This is an optimization exercise on Yosys and OpenROAD, whose aim is small area, not a production implementation.
At most, simulation tests tie the RTL to the original design; equivalence was not proved.
The RTL of run 2 was laid out without a check of its function.
In every run shown here, the design's own scripts or RTL, not TritonCTS, make the clock network.
The flow treats the clock pin as an ideal source. Dropping or thinning the clock tree relies on that and would not hold on a real chip.
No activity file was given, so power comes from the tool's default toggle rates.

--- design/flow/flow/run.sh ---
#!/bin/bash
# The standard ORFS layout (standard.sh) with changes that only affect which cells are
# chosen and how the clock is distributed:
#  - synthesis maps logic with an area-oriented abc script (flow/area.abc) and leaves adders
#    as plain gates for abc (no half/full adder cells); registers are untouched;
#  - port buffers use the smallest buffer cell;
#  - the clock port drives four leaf clock buffers, one per register cluster
#    (flow/manual_cts.tcl), instead of a root buffer and four leaves.
set -euo pipefail
here=$PWD
export BUFFER_PORTS_ARGS="-buffer_cell sky130_fd_sc_hd__buf_1"
export ADDER_MAP_FILE=
export AREA_ABC_SCRIPT=$here/flow/area.abc
export FLOW_SYNTH_TCL=$here/synth_recipe.tcl
export PRE_CTS_TCL=$here/flow/manual_cts.tcl
export MANUAL_CLK_K=4
export MANUAL_CLKBUF=sky130_fd_sc_hd__clkbuf_8
sed "s|SYNTH_SCRIPT=[^ ]*|SYNTH_SCRIPT=$here/flow/synth_area.tcl|" standard.sh > standard_area_synth.sh
bash standard_area_synth.sh synth > synth_flow.log 2>&1
bash standard.sh > standard_flow.log 2>&1
--- design/flow/flow/area.abc ---
strash; dc2; dc2; dch -f; amap; strash; dc2; dch -f; amap; strash; dc2; dch -f; amap; topo
--- design/flow/flow/manual_clk.tcl ---
# Clock distribution for a small design (run before CTS, see manual_cts.tcl): the clock port
# drives K leaf clock buffers (K <= 4), each driving one cluster of clock sinks; clusters by
# k-means on the sink locations, each buffer placed at its cluster's centre.
set block [ord::get_db_block]
set clknet [[$block findBTerm clk] getNet]
set master [[ord::get_db] findMaster $::env(MANUAL_CLKBUF)]
set K $::env(MANUAL_CLK_K)
set its {}
foreach it [$clknet getITerms] {
  set bb [[$it getInst] getBBox]
  lappend its [list $it [expr {([$bb xMin] + [$bb xMax]) / 2.0}] [expr {([$bb yMin] + [$bb yMax]) / 2.0}]]
}
set its [lsort -real -index 1 $its]
set n [llength $its]
# initial centers: spread along x
set cs {}
for {set k 0} {$k < $K} {incr k} {
  set e [lindex $its [expr {int(($k + 0.5) * $n / $K)}]]
  lappend cs [list [lindex $e 1] [lindex $e 2]]
}
for {set iter 0} {$iter < 50} {incr iter} {
  set asg {}
  foreach e $its {
    set best 0; set bd 1e30
    for {set k 0} {$k < $K} {incr k} {
      set c [lindex $cs $k]
      set d [expr {abs([lindex $e 1] - [lindex $c 0]) + abs([lindex $e 2] - [lindex $c 1])}]
      if {$d < $bd} { set bd $d; set best $k }
    }
    lappend asg $best
  }
  set ncs {}
  for {set k 0} {$k < $K} {incr k} {
    set sx 0; set sy 0; set m 0
    foreach e $its a $asg { if {$a == $k} { set sx [expr {$sx + [lindex $e 1]}]; set sy [expr {$sy + [lindex $e 2]}]; incr m } }
    if {$m > 0} { lappend ncs [list [expr {$sx / $m}] [expr {$sy / $m}]] } else { lappend ncs [lindex $cs $k] }
  }
  set cs $ncs
}
for {set k 0} {$k < $K} {incr k} {
  set inst [odb::dbInst_create $block $master clkbuf_leaf_$k]
  set net [odb::dbNet_create $block clknet_leaf_$k]
  $net setSigType CLOCK
  [$inst findITerm A] connect $clknet
  [$inst findITerm X] connect $net
  set m 0
  foreach e $its a $asg { if {$a == $k} { set it [lindex $e 0]; $it disconnect; $it connect $net; incr m } }
  set c [lindex $cs $k]
  $inst setLocation [expr {int([lindex $c 0])}] [expr {int([lindex $c 1])}]
  $inst setPlacementStatus PLACED
  puts "clock leaf $k: $::env(MANUAL_CLKBUF) drives $m sinks"
}
--- design/flow/flow/manual_cts.tcl ---
# PRE_CTS_TCL hook: the design has only a few dozen registers, so instead of TritonCTS's
# H-tree (a root buffer and four leaf buffers) the clock port drives a few leaf buffers
# directly, one per cluster of registers. The rest of ORFS's cts step (legalisation, timing
# repair) runs as usual.
source [file join [file dirname [info script]] manual_clk.tcl]
set_propagated_clock [all_clocks]
proc clock_tree_synthesis { args } {
  puts "clock tree: built by flow/manual_clk.tcl, TritonCTS not run"
}
--- design/flow/flow/synth_area.tcl ---
# The standard synthesis (synth_recipe.tcl, sourced unchanged below) with one change:
# abc maps the logic with an area-oriented script (flow/area.abc) instead of ORFS's
# abc_speed/abc_area script. Registers are untouched by abc, so their names and cells stay
# those of the standard synthesis.
proc abc {args} {
  set i [lsearch -exact $args -script]
  if { $i >= 0 } { lset args [expr { $i + 1 }] $::env(AREA_ABC_SCRIPT) }
  yosys abc {*}$args
}
source $::env(FLOW_SYNTH_TCL)
--- design/flow/standard.sh ---
#!/bin/bash
# synth_recipe.tcl (not shown) runs the flow's synth.tcl, then flattens the netlist and writes it again
# the make line also repeats each setting of config.mk as NAME=value (left out here)
make -C /OpenROAD-flow-scripts/flow DESIGN_CONFIG=/design/flow/config.mk WORK_HOME=/design/flow/orfs CLKGATE_MAP_FILE= SYNTH_SCRIPT=/design/flow/synth_recipe.tcl "${@:-finish}"
--- design/flow/config.mk ---
export PLATFORM = sky130hd
export DESIGN_NAME = Top_Circuit
export DESIGN_NICKNAME = Top_Circuit
export VERILOG_FILES = /design/flow/design.v
export SDC_FILE = /design/flow/constraint.sdc
export NUM_CORES = 4
export LEC_CHECK = 0
export CAP_MARGIN = 0
export CORE_MARGIN = 2
export CORE_UTILIZATION = 40
export GPL_TIMING_DRIVEN = 0
export PLACE_DENSITY = 0.6
export SLEW_MARGIN = 0
--- design/flow/constraint.sdc ---
create_clock -name core_clock -period 5.0 [get_ports {clk}]
set_input_delay 1.0000 -clock core_clock [delete_from_list [all_inputs] [get_ports {clk}]]
set_output_delay 1.0000 -clock core_clock [all_outputs]
set_load 0.01 [all_outputs]
--- design/flow/design.v ---
module Top_Circuit(clk, rst, start, start_addr, end_addr, max_diff, busy, scl, sda_out, sda_oe, sda_in);
input clk, rst, start;
input [7:0] start_addr, end_addr;
output [7:0] max_diff;
output reg busy;
output reg scl, sda_out, sda_oe;
input sda_in;
localparam IDLE = 3'd0,   
           F0 = 3'd1,     
           F1 = 3'd2,     
           F23 = 3'd3,    
           RX = 3'd4,     
           STOP = 3'd5,   
           STOPF = 3'd6;  
reg [2:0] sg;
reg [5:0] c;
reg wp;                   
reg [7:0] sr, ia, mn, mx;
reg [7:0] diff, ia_inc;
reg [5:0] c_inc;
reg lte, sr_le_y, cy;
wire [7:0] y = c[1] ? mx : mn;
integer k;
always @* begin
	cy = 1'b1;
	for (k = 0; k < 8; k = k + 1) begin
		diff[k] = mx[k] ^ ~mn[k] ^ cy;
		cy = (mx[k] & ~mn[k]) | (cy & (mx[k] ^ ~mn[k]));
	end
	cy = 1'b1;
	for (k = 0; k < 8; k = k + 1) begin
		ia_inc[k] = ia[k] ^ cy;
		cy = cy & ia[k];
	end
	cy = 1'b1;
	for (k = 0; k < 6; k = k + 1) begin
		c_inc[k] = c[k] ^ cy;
		cy = cy & c[k];
	end
	lte = 1'b1; sr_le_y = ~c[1];
	for (k = 0; k < 8; k = k + 1) begin
		lte = (~ia[k] & end_addr[k]) | (~ia[k] & lte) | (end_addr[k] & lte);
		sr_le_y = (~sr[k] & y[k]) | (~sr[k] & sr_le_y) | (y[k] & sr_le_y);
	end
end
assign max_diff = wp ? diff : 8'd0;
wire [2:0] kb = c[4:2];
wire devbit = (kb == 3'd0) || (kb == 3'd2) || (kb == 3'd6) || (kb == 3'd7 && sg == F23);
reg busy_c;
always @* begin
	scl = 1'b1; sda_oe = 1'b1; sda_out = 1'b1;
	busy_c = 1'b1;
	case (sg)
		IDLE: busy_c = 1'b0;
		F0, F1, F23: begin
			if (!c[5]) begin
				scl = c[1];
				sda_out = (sg == F1) ? (wp | sr[7]) : (sg == F23 && wp) ? sr[7] : devbit;
			end else if (c[4]) begin
				sda_out = (c < 6'd62);
			end else begin
				sda_oe = 1'b0;
				scl = (c == 6'd35) || (c == 6'd36) || (sg == F23 && !wp && c == 6'd37);
			end
		end
		RX: begin
			if (c[5]) begin
				if (c == 6'd50) begin scl = 1'b0; sda_oe = 1'b0; end
			end else if (c == 6'd28) begin scl = 1'b1; sda_out = 1'b0; end
			else if (c == 6'd29) begin scl = 1'b0; sda_out = 1'b0; end
			else begin scl = 1'b0; sda_oe = 1'b0; end
		end
		default: begin
			case (c)
				6'd0, 6'd4: sda_out = 1'b0;
				6'd2: scl = 1'b0;
				6'd5: busy_c = (sg != STOPF);
				default: ;
			endcase
		end
	endcase
end
wire rx_shift = (sg == RX) && !c[5] && !c[0] && (c >= 6'd2) && (c <= 6'd16);
wire tx_shift = ((sg == F1 && !wp) || (sg == F23 && wp)) && !c[5] && (c[1:0] == 2'b11);
always @(posedge clk) begin
	busy <= busy_c;
	if (sg == IDLE) wp <= 1'b0;
	else if (sg == RX && c == 6'd53) wp <= 1'b1;
	if (sg == IDLE) sr <= start_addr;
	else if (sg == F1 && wp) sr <= diff;
	else if (rx_shift || tx_shift) sr <= {sr[6:0], sda_in};
	if (sg == F0 && c == 6'd55) ia <= start_addr;
	if (sg == IDLE) begin
		mn <= 8'hFF; mx <= 8'h00;
	end else if (sg == RX && c == 6'd17 && lte) begin
		ia <= ia_inc;
		if (sr_le_y) mn <= sr;
	end else if (sg == RX && c == 6'd18 && !sr_le_y) mx <= sr;
	if (rst) begin
		sg <= IDLE;
	end else begin
		c <= c_inc;
		case (sg)
			IDLE: begin
				c <= 6'd55;
				if (start) sg <= F0;
			end
			F0: if (c == 6'd38) begin sg <= F1; c <= 6'd0; end
			F1: if (!wp && c == 6'd38) begin sg <= F23; c <= 6'd61; end
			    else if (wp && c == 6'd39) begin sg <= F23; c <= 6'd0; end
			F23: if (c == 6'd38) begin
				if (wp) begin sg <= STOPF; c <= 6'd0; end
				else begin sg <= RX; c <= 6'd1; end
			end
			RX: begin
				if (c == 6'd17 && !lte) c <= 6'd50;
				if (c == 6'd29) c <= 6'd0;
				if (c == 6'd54) begin sg <= STOP; c <= 6'd0; end
			end
			STOP: if (c == 6'd5) begin sg <= F0; c <= 6'd61; end
			STOPF: if (c == 6'd5) c <= 6'd5;
			default: ;
		endcase
	end
end
endmodule
==> results.py, run 1 <==
metrics = {
    "pwr": {
        "share_seq_of_total_power_pct": 39.0,
        "p_clk_share_pct": 10.5,
        "cellPowerDensity_nw_per_um2": 561,
        "vdd_ir_drop_max_mv": 0.304,
        "p_sw_mw": 0.738,
        "power_leakage_nw": 0.912,
        "p_comb_share_pct": 50.5,
        "switching_share_pct": 46.0,
        "power_mw": 1.61,
        "p_int_mw": 0.867,
    },
    "logic_synthesis": {
        "synthTopCellsByArea": "dfxtp_1 (22%), edfxtp_1 (16%), nor2_1 (8.0%)",
        "async_flop_share_pct": 0,
        "synth.distinct_cells": 33,
        "synth-edff-count": 14,
        "syn_area_per_cell_sq_um": 7.57,
        "synth.yosys.seq_area_share_pct": 38.7,
        "yosys_most_used_dff": "dfxtp_1",
        "ys_warn_count": 1,
        "synth_nets": 362,
        "synth_top_area_share_pct": 22.4,
        "synth-seq-cells": 43,
        "syn_inst": 342,
        "yosysTopAreaCell": "dfxtp_1",
        "syn_area_sq_um": 2590,
    },
    "drt": {
        "dr.pass1.iters": 5,
        "dr_total_vias": 2705,
        "ant_nets": 0,
        "drt_wl_total_mm": 7.00,
        "drc_errors": 0,
        "avgViaCountPerCell": 5.96,
        "wl_per_cell_microns": 15.4,
        "drtIter0Drc": 206,
    },
    "critical_path": {
        "critPathLaunch": "c[1]",
        "crit_top_cell": "clkinv_1",
        "cp_num_buf_inv": 3,
        "r2r_setup_slack_ns": 0.98,
        "arrival_ns": 4.00,
        "critPathKind": "reg -> reg",
        "path_delay_family": "simple AND/OR/NAND/NOR gates",
        "crit_path_start_kind": "register",
        "r2r_start": "c[1]",
        "required_ns": 4.98,
        "worstPathMaxFanout": 14,
        "worst_path_largest_cell_delay_ns": 1.02,
        "crit_path_end_kind": "register",
        "crit_chain": "clkinv_1 -> nor2_1 -> clkinv_1 -> nor2_1 -> nand2_1 -> nor4_1 -> clkinv_1 -> a22oi_1 -> o22ai_1",
        "slowest_stage": "nor4_1",
    },
    "timing": {
        "max_slew_margin_pct": 15.1,
        "rsz0062_at_grt": "false",
        "slew_viol_final": 0,
        "final.setup.tns_ns": 0,
        "fin_crit_ns": 4.02,
        "final-hold-violation-count": 0,
        "setup_violations": 0,
        "skew_ns": 0.0320,
        "max_freq_ghz": 0.249,
        "fin_hold_ws_ns": 0.489,
        "worst_slew_pin_slew_ns": 1.26,
        "setup_ws_ns": 0.978,
        "period_share_pct": 80.4,
    },
    "floorplanning": {
        "start_util_pct": 41.0,
        "rows": 29,
        "fp.dieW_microns": 84.4,
        "ioPinCount": 32,
        "die_h_microns": 84.4,
        "die_area_sq_um": 7130,
        "fp.coreArea_sq_um": 6310,
    },
    "cts": {
        "cts_setup_buffers": 0,
        "clock_latency_ns": 0.15,
        "clk_pin_slew_worst_paths_ns": 0.09,
        "cts_hold_buf": 0,
        "post_cts_resized": 0,
    },
    "grt": {
        "grt_pass1_vias": 2434,
        "grt-ovfl-total": 0,
        "antenna_found_initial": 0,
        "grt_pass1_wl_mm": 12.1,
        "grt_max_degree": 17,
        "grtUsageTotal_pct": 20.1,
    },
    "layout": {
        "final_area_sq_um": 2860,
        "syn_to_final_growth_pct": 10.6,
        "utilization_pct": 45.3,
        "antenna_cells": 0,
        "nNetsFinal": 399,
        "final_cells": 454,
        "drive_gt1_share_pct": 1.33,
    },
    "placed_design": {
        "routabilityCongestion": 0.905,
        "dpl_cell_area_sq_um": 2810,
        "pre_cts_slack_ns": 0.945,
        "dp_cells": 450,
        "port_buffers": 31,
        "hpwl_mm": 5.38,
    },
    "job": {
        "max-cap-violations": 0,
    },
    "worst_hold_path": {
        "hold_start": "ia[0]",
        "hp-class": "reg -> reg",
    },
    "status": {
        "status": "finished clean",
    },
}
## power by group through the flow
stage / combinational (mW) / sequential, mW / clock [mW]
after global routing: 0.928 / 0.642 / 0.187
after detailed placement: 0.802 / 0.629 / 0
after floorplan: 0.613 / 0.599 / 0
after CTS: 0.806 / 0.622 / 0.170
after global placement: 0.798 / 0.629 / 0
final: 0.811 / 0.625 / 0.169
## registers in the layout, indices dropped and copies added (netlist names)
name	flops
ia	8
mn	8
mx	8
sr	8
c	6
sg	3
busy	1
wp	1
## cells by family after synthesis
kind of cell    Yosys count  share of synthesized area, %
buf+inv                  54                          7.83
flops                    43                          38.7
compound gates          136                          36.1
simple gates            109                          17.4
## final cells by class
cell class / instances / area [sq um]
Multi-Input combinational cell: 245 / 1390
Tap cell: 77 / 96.3
Inverter: 54 / 203
Timing Repair Buffer: 31 / 116
Sequential cell: 43 / 1000
Fill cell: 663 / 3450
Buffer: 4 / 55.1
## final timing paths
kind | end | cells after the start
setup / recovery | ia[4] | 9
hold / removal | ia[0] | 1
setup reg to reg | ia[4] | 9
hold reg to reg | ia[0] | 1
## synth_stat cells, drive strengths merged (4+ instances only)
library cell   n
a22oi         18
clkinv        54
a31oi          4
o22ai         22
nor3           4
nand2         35
nor2          55
o221ai        10
nand4          5
a21oi         10
o21ai         34
a221oi        15
dfxtp         29
edfxtp        14
## cells in the final DEF, fill, tap and decap left out, drive strengths merged, types with 3 or more instances in the layout
cell type / n
nor2: 55
a22oi: 18
buf: 31
nor2b: 3
a221oi: 15
o32ai: 3
a31oi: 4
dfxtp: 29
o22ai: 22
o221ai: 10
nor3: 4
o21ai: 34
a21oi: 10
nor4: 3
clkinv: 54
clkbuf: 4
o22a: 3
nand2: 35
edfxtp: 14
nand4: 5
## layer usage
layer	share of wire (%)	routed length, microns	vias up	track usage [%]
li1	-	-	1364	-
met1	48	3380	1229	31.2
met2	45	3120	102	31.7
met5	0	0	-	0
met3	6.0	417	10	1.47
met4	1.1	79	0	2.02
==> inputs of run 2 (changes only) <==
--- a/design/flow/design.v
+++ b/design/flow/design.v
@@ -12,10 +12,20 @@
            RX = 3'd4,     
            STOP = 3'd5,   
            STOPF = 3'd6;  
-reg [2:0] sg;
-reg [5:0] c;
-reg wp;                   
-reg [7:0] sr, ia, mn, mx;
+reg [2:0] sg_n;
+wire [2:0] sg = ~sg_n;
+reg [5:0] c_n;
+wire [5:0] c = ~c_n;
+reg wp_n;
+wire wp = ~wp_n;                   
+reg [7:0] sr_n;
+wire [7:0] sr = ~sr_n;
+reg [7:0] mx_n;
+wire [7:0] mx = ~mx_n;
+reg [7:0] mn_n;
+wire [7:0] mn = ~mn_n;
+reg [7:0] ia_n;
+wire [7:0] ia = ~ia_n;
 reg [7:0] diff, ia_inc;
 reg [5:0] c_inc;
 reg lte, sr_le_y, cy;
@@ -84,41 +94,41 @@
 wire tx_shift = ((sg == F1 && !wp) || (sg == F23 && wp)) && !c[5] && (c[1:0] == 2'b11);
 always @(posedge clk) begin
 	busy <= busy_c;
-	if (sg == IDLE) wp <= 1'b0;
-	else if (sg == RX && c == 6'd53) wp <= 1'b1;
-	if (sg == IDLE) sr <= start_addr;
-	else if (sg == F1 && wp) sr <= diff;
-	else if (rx_shift || tx_shift) sr <= {sr[6:0], sda_in};
-	if (sg == F0 && c == 6'd55) ia <= start_addr;
+	if (sg == IDLE) wp_n <= ~(1'b0);
+	else if (sg == RX && c == 6'd53) wp_n <= ~(1'b1);
+	if (sg == IDLE) sr_n <= ~(start_addr);
+	else if (sg == F1 && wp) sr_n <= ~(diff);
+	else if (rx_shift || tx_shift) sr_n <= ~({sr[6:0], sda_in});
+	if (sg == F0 && c == 6'd55) ia_n <= ~(start_addr);
 	if (sg == IDLE) begin
-		mn <= 8'hFF; mx <= 8'h00;
+		mn_n <= ~(8'hFF); mx_n <= ~(8'h00);
 	end else if (sg == RX && c == 6'd17 && lte) begin
-		ia <= ia_inc;
-		if (sr_le_y) mn <= sr;
-	end else if (sg == RX && c == 6'd18 && !sr_le_y) mx <= sr;
+		ia_n <= ~(ia_inc);
+		if (sr_le_y) mn_n <= ~(sr);
+	end else if (sg == RX && c == 6'd18 && !sr_le_y) mx_n <= ~(sr);
 	if (rst) begin
-		sg <= IDLE;
+		sg_n <= ~(IDLE);
 	end else begin
-		c <= c_inc;
+		c_n <= ~(c_inc);
 		case (sg)
 			IDLE: begin
-				c <= 6'd55;
-				if (start) sg <= F0;
+				c_n <= ~(6'd55);
+				if (start) sg_n <= ~(F0);
 			end
-			F0: if (c == 6'd38) begin sg <= F1; c <= 6'd0; end
-			F1: if (!wp && c == 6'd38) begin sg <= F23; c <= 6'd61; end
-			    else if (wp && c == 6'd39) begin sg <= F23; c <= 6'd0; end
+			F0: if (c == 6'd38) begin sg_n <= ~(F1); c_n <= ~(6'd0); end
+			F1: if (!wp && c == 6'd38) begin sg_n <= ~(F23); c_n <= ~(6'd61); end
+			    else if (wp && c == 6'd39) begin sg_n <= ~(F23); c_n <= ~(6'd0); end
 			F23: if (c == 6'd38) begin
-				if (wp) begin sg <= STOPF; c <= 6'd0; end
-				else begin sg <= RX; c <= 6'd1; end
+				if (wp) begin sg_n <= ~(STOPF); c_n <= ~(6'd0); end
+				else begin sg_n <= ~(RX); c_n <= ~(6'd1); end
 			end
 			RX: begin
-				if (c == 6'd17 && !lte) c <= 6'd50;
-				if (c == 6'd29) c <= 6'd0;
-				if (c == 6'd54) begin sg <= STOP; c <= 6'd0; end
+				if (c == 6'd17 && !lte) c_n <= ~(6'd50);
+				if (c == 6'd29) c_n <= ~(6'd0);
+				if (c == 6'd54) begin sg_n <= ~(STOP); c_n <= ~(6'd0); end
 			end
-			STOP: if (c == 6'd5) begin sg <= F0; c <= 6'd61; end
-			STOPF: if (c == 6'd5) c <= 6'd5;
+			STOP: if (c == 6'd5) begin sg_n <= ~(F0); c_n <= ~(6'd61); end
+			STOPF: if (c == 6'd5) c_n <= ~(6'd5);
 			default: ;
 		endcase
 	end
==> design/flow/flow/area.abc (replaced) <==
strash; ifraig; scorr; dc2; dc2; dch -f; amap; strash; &get -n; &st; &synch2; &put; dch -f; amap; strash; dch -f; amap; topo
==> run 2 against run 1 <==
  * Still clean
  * Register-to-register slack got worse by 0.32 ns
  * Worst setup slack worse by 0.32 ns
  * Via count rose by 3.0%
  * Sequential power down 2%
  * Critical path type unchanged
  * Critical endpoint is now ia_n[7]
  * Highest routed layer unchanged
==> results.py, run 2 <==
metrics = {
    "logic_synthesis": {
        "ys_warn_count": 1,
        "yosys-top-cells-count": "nor2_1 (70), clkinv_1 (55), dfxtp_1 (29), nand2_1 (25), o21ai_0 (22)",
        "syn_area_sq_um": 2620,
        "synth_top_area_share_pct": 22.1,
        "async_flop_share_pct": 0,
        "yosysTopAreaCell": "dfxtp_1",
        "synth-seq-cells": 43,
        "syn_inst": 350,
        "synth-edff-count": 14,
        "synth.distinct_cells": 35,
        "synthTopCellsByArea": "dfxtp_1 (22%), edfxtp_1 (16%), nor2_1 (10%)",
        "synth.yosys.seq_area_share_pct": 38.1,
        "synth.most_common_cell": "nor2_1",
        "yosys_most_used_dff": "dfxtp_1",
        "syn_area_per_cell_sq_um": 7.50,
        "synth_nets": 370,
    },
    "grt": {
        "grt_max_degree": 19,
        "grt_pass1_wl_mm": 12.2,
        "antenna_found_initial": 0,
        "grt_pass1_vias": 2529,
        "grt-ovfl-total": 0,
        "grtUsageTotal_pct": 19.9,
    },
    "floorplanning": {
        "fp.dieW_microns": 85.0,
        "die_h_microns": 85.0,
        "fp.coreArea_sq_um": 6350,
        "die_area_sq_um": 7220,
        "rows": 29,
        "ioPinCount": 32,
        "start_util_pct": 41.3,
    },
    "worst_hold_path": {
        "hold_start": "mn_n[7]",
        "whs_endpoint": "mn_n[7]",
        "hp-class": "reg -> reg",
        "hold_depth": 2,
    },
    "cts": {
        "post_cts_resized": 0,
        "clock_latency_ns": 0.15,
        "clk_pin_slew_worst_paths_ns": 0.09,
        "cts_hold_buf": 0,
        "cts_setup_buffers": 0,
    },
    "placed_design": {
        "dp_cells": 458,
        "routabilityCongestion": 0.944,
        "dpl_cell_area_sq_um": 2840,
        "pre_cts_slack_ns": 0.805,
        "hpwl_mm": 5.41,
        "port_buffers": 31,
    },
    "timing": {
        "period_share_pct": 86.8,
        "fin_crit_ns": 4.34,
        "setup_ws_ns": 0.660,
        "max_freq_ghz": 0.230,
        "setup_violations": 0,
        "max_slew_margin_pct": 13.6,
        "final-hold-violation-count": 0,
        "final.setup.tns_ns": 0,
        "slew_viol_final": 0,
        "rsz0062_at_grt": "false",
        "skew_ns": 0.0398,
        "worst_slew_pin_slew_ns": 1.28,
    },
    "layout": {
        "nNetsFinal": 407,
        "final_area_sq_um": 2900,
        "final_cell_mix": "nor2_1 (70), clkinv_1 (55), buf_1 (31)",
        "syn_to_final_growth_pct": 10.4,
        "antenna_cells": 0,
        "final_common_cell": "nor2_1",
        "final_cells": 462,
        "drive_gt1_share_pct": 1.30,
    },
    "drt": {
        "avgViaCountPerCell": 6.03,
        "ant_nets": 0,
        "drtIter0Drc": 327,
        "dr.pass1.iters": 5,
        "wl_per_cell_microns": 15.7,
        "dr_total_vias": 2787,
        "drt_wl_total_mm": 7.23,
        "drc_errors": 0,
    },
    "critical_path": {
        "crit_path_start_kind": "register",
        "arrival_ns": 4.39,
        "r2r_setup_slack_ns": 0.66,
        "required_ns": 5.05,
        "r2r_start": "sg_n[0]",
        "ff2ff_path_depth": 10,
        "critPathLaunch": "sg_n[0]",
        "crit_path_end_kind": "register",
        "critPathKind": "reg -> reg",
        "r2r_end": "ia_n[7]",
        "worstPathMaxFanout": 11,
    },
    "pwr": {
        "power_leakage_nw": 0.920,
        "vdd_ir_drop_max_mv": 0.393,
        "cellPowerDensity_nw_per_um2": 500,
    },
    "status": {
        "status": "finished clean",
    },
    "job": {
        "max-cap-violations": 0,
    },
}
==> run 2: changes by cell type after synthesis, sizes merged, moves of 4 or more <==
cell    change
a211oi      +5
a21oi      +11
a222oi      +4
a22oi      -13
nand2      -10
nor2       +15
nor3        +7
o21ai      -12
o221ai      +5
o22ai       -7
==> run 2: report_power, final <==
group | total (mW) | switching (mW) | internal, mW
clock network | 0.165 | 0.0920 | 0.0730
logic | 0.671 | 0.444 | 0.226
registers | 0.612 | 0.116 | 0.497
==> run 2: cell families after synthesis <==
kind of cell | synth area share, %
and+or+nand+nor | 21.1
AOI/OAI and AO/OA | 32.9
buffers and inverters | 7.87
DFF | 38.1
==> run 2: worst max-delay path, cell delays in order, from the launching register on <==
cell and delay, ns:
dfxtp_1 0.41, clkinv_1 0.26, nor2_1 0.64, nand2_1 0.45, a21o_1 0.31, nor4_1 0.98, clkinv_1 0.48, nand2_1 0.31
o21a_1 0.18, nor2_1 0.04, a311oi_1 0.18
==> run 2: through the flow <==
step	hold slack, ns	power (mW)	utilization, %
2_1_floorplan	0.462	1.08	-
3_3_place_gp	0.486	1.27	44.7
3_5_place_dp	0.502	1.28	44.8
4_1_cts	0.514	1.44	45.6
5_1_grt	0.550	1.58	45.6
6_report	0.509	1.45	45.6
==> run 2: worst max-delay path by stage <==
stage	cells after the start	slack [ns]	endpoint
global route	10	0.27	ia_n[7]
floorplan	13	1.59	mx_n[0]
global placement	13	0.35	mx_n[2]
CTS	10	0.77	ia_n[7]
detailed placement	10	0.80	ia_n[7]
finish	10	0.66	ia_n[7]
==> run 2: per-layer routing <==
layer / wire length (microns) / part of all wire (%) / GRT usage [%] / vias to the layer above
li1: - / - / - / 1397
met1: 3440 / 48 / 30.9 / 1275
met2: 3170 / 44 / 30.5 / 110
met3: 570 / 7.9 / 1.75 / 5
met4: 51 / 0.71 / 3.46 / 0
met5: 0 / 0 / 0 / -
==> run 2: cell type report <==
| cell class | count | area, sq um |
|---|---|---|
| fillers | 654 | 3450 |
| multi-input cells | 252 | 1420 |
| flip-flops and latches | 43 | 1000 |
| inverters | 55 | 206 |
| repair buffers | 31 | 116 |
| well taps | 77 | 96.3 |
| plain buffers | 4 | 55.1 |

==> port drivers added, routing unchanged <==
In the flow no input, the clock included, has a driving cell. The finished layouts below were timed again as built, in two steps.
Step 1 sets driving cells, clkbuf_16 on the clock port and buf_2 on the other inputs (assumed; they add their load-dependent delay and slew).
Step 2 moves the port delays by t, midway between the first and last clock arrival at a register: inputs arrive t later, outputs are due t later. That takes back most of the time a late clock gives input paths.
a / b / c = ideal ports / drivers / drivers and shift; a / b = the first two.
run | t (ns) | setup slack, ns | worst hold slack (ns) | pins driven straight from the clock port
run 1 | 0.201 | 0.978 / 0.978 / 0.978 | 0.489 / 0.489 / 0.489 | 4
run 2 | 0.191 | 0.660 / 0.660 / 0.660 | 0.509 / 0.509 / 0.509 | 4
After both steps setup and hold are still met in every run listed.
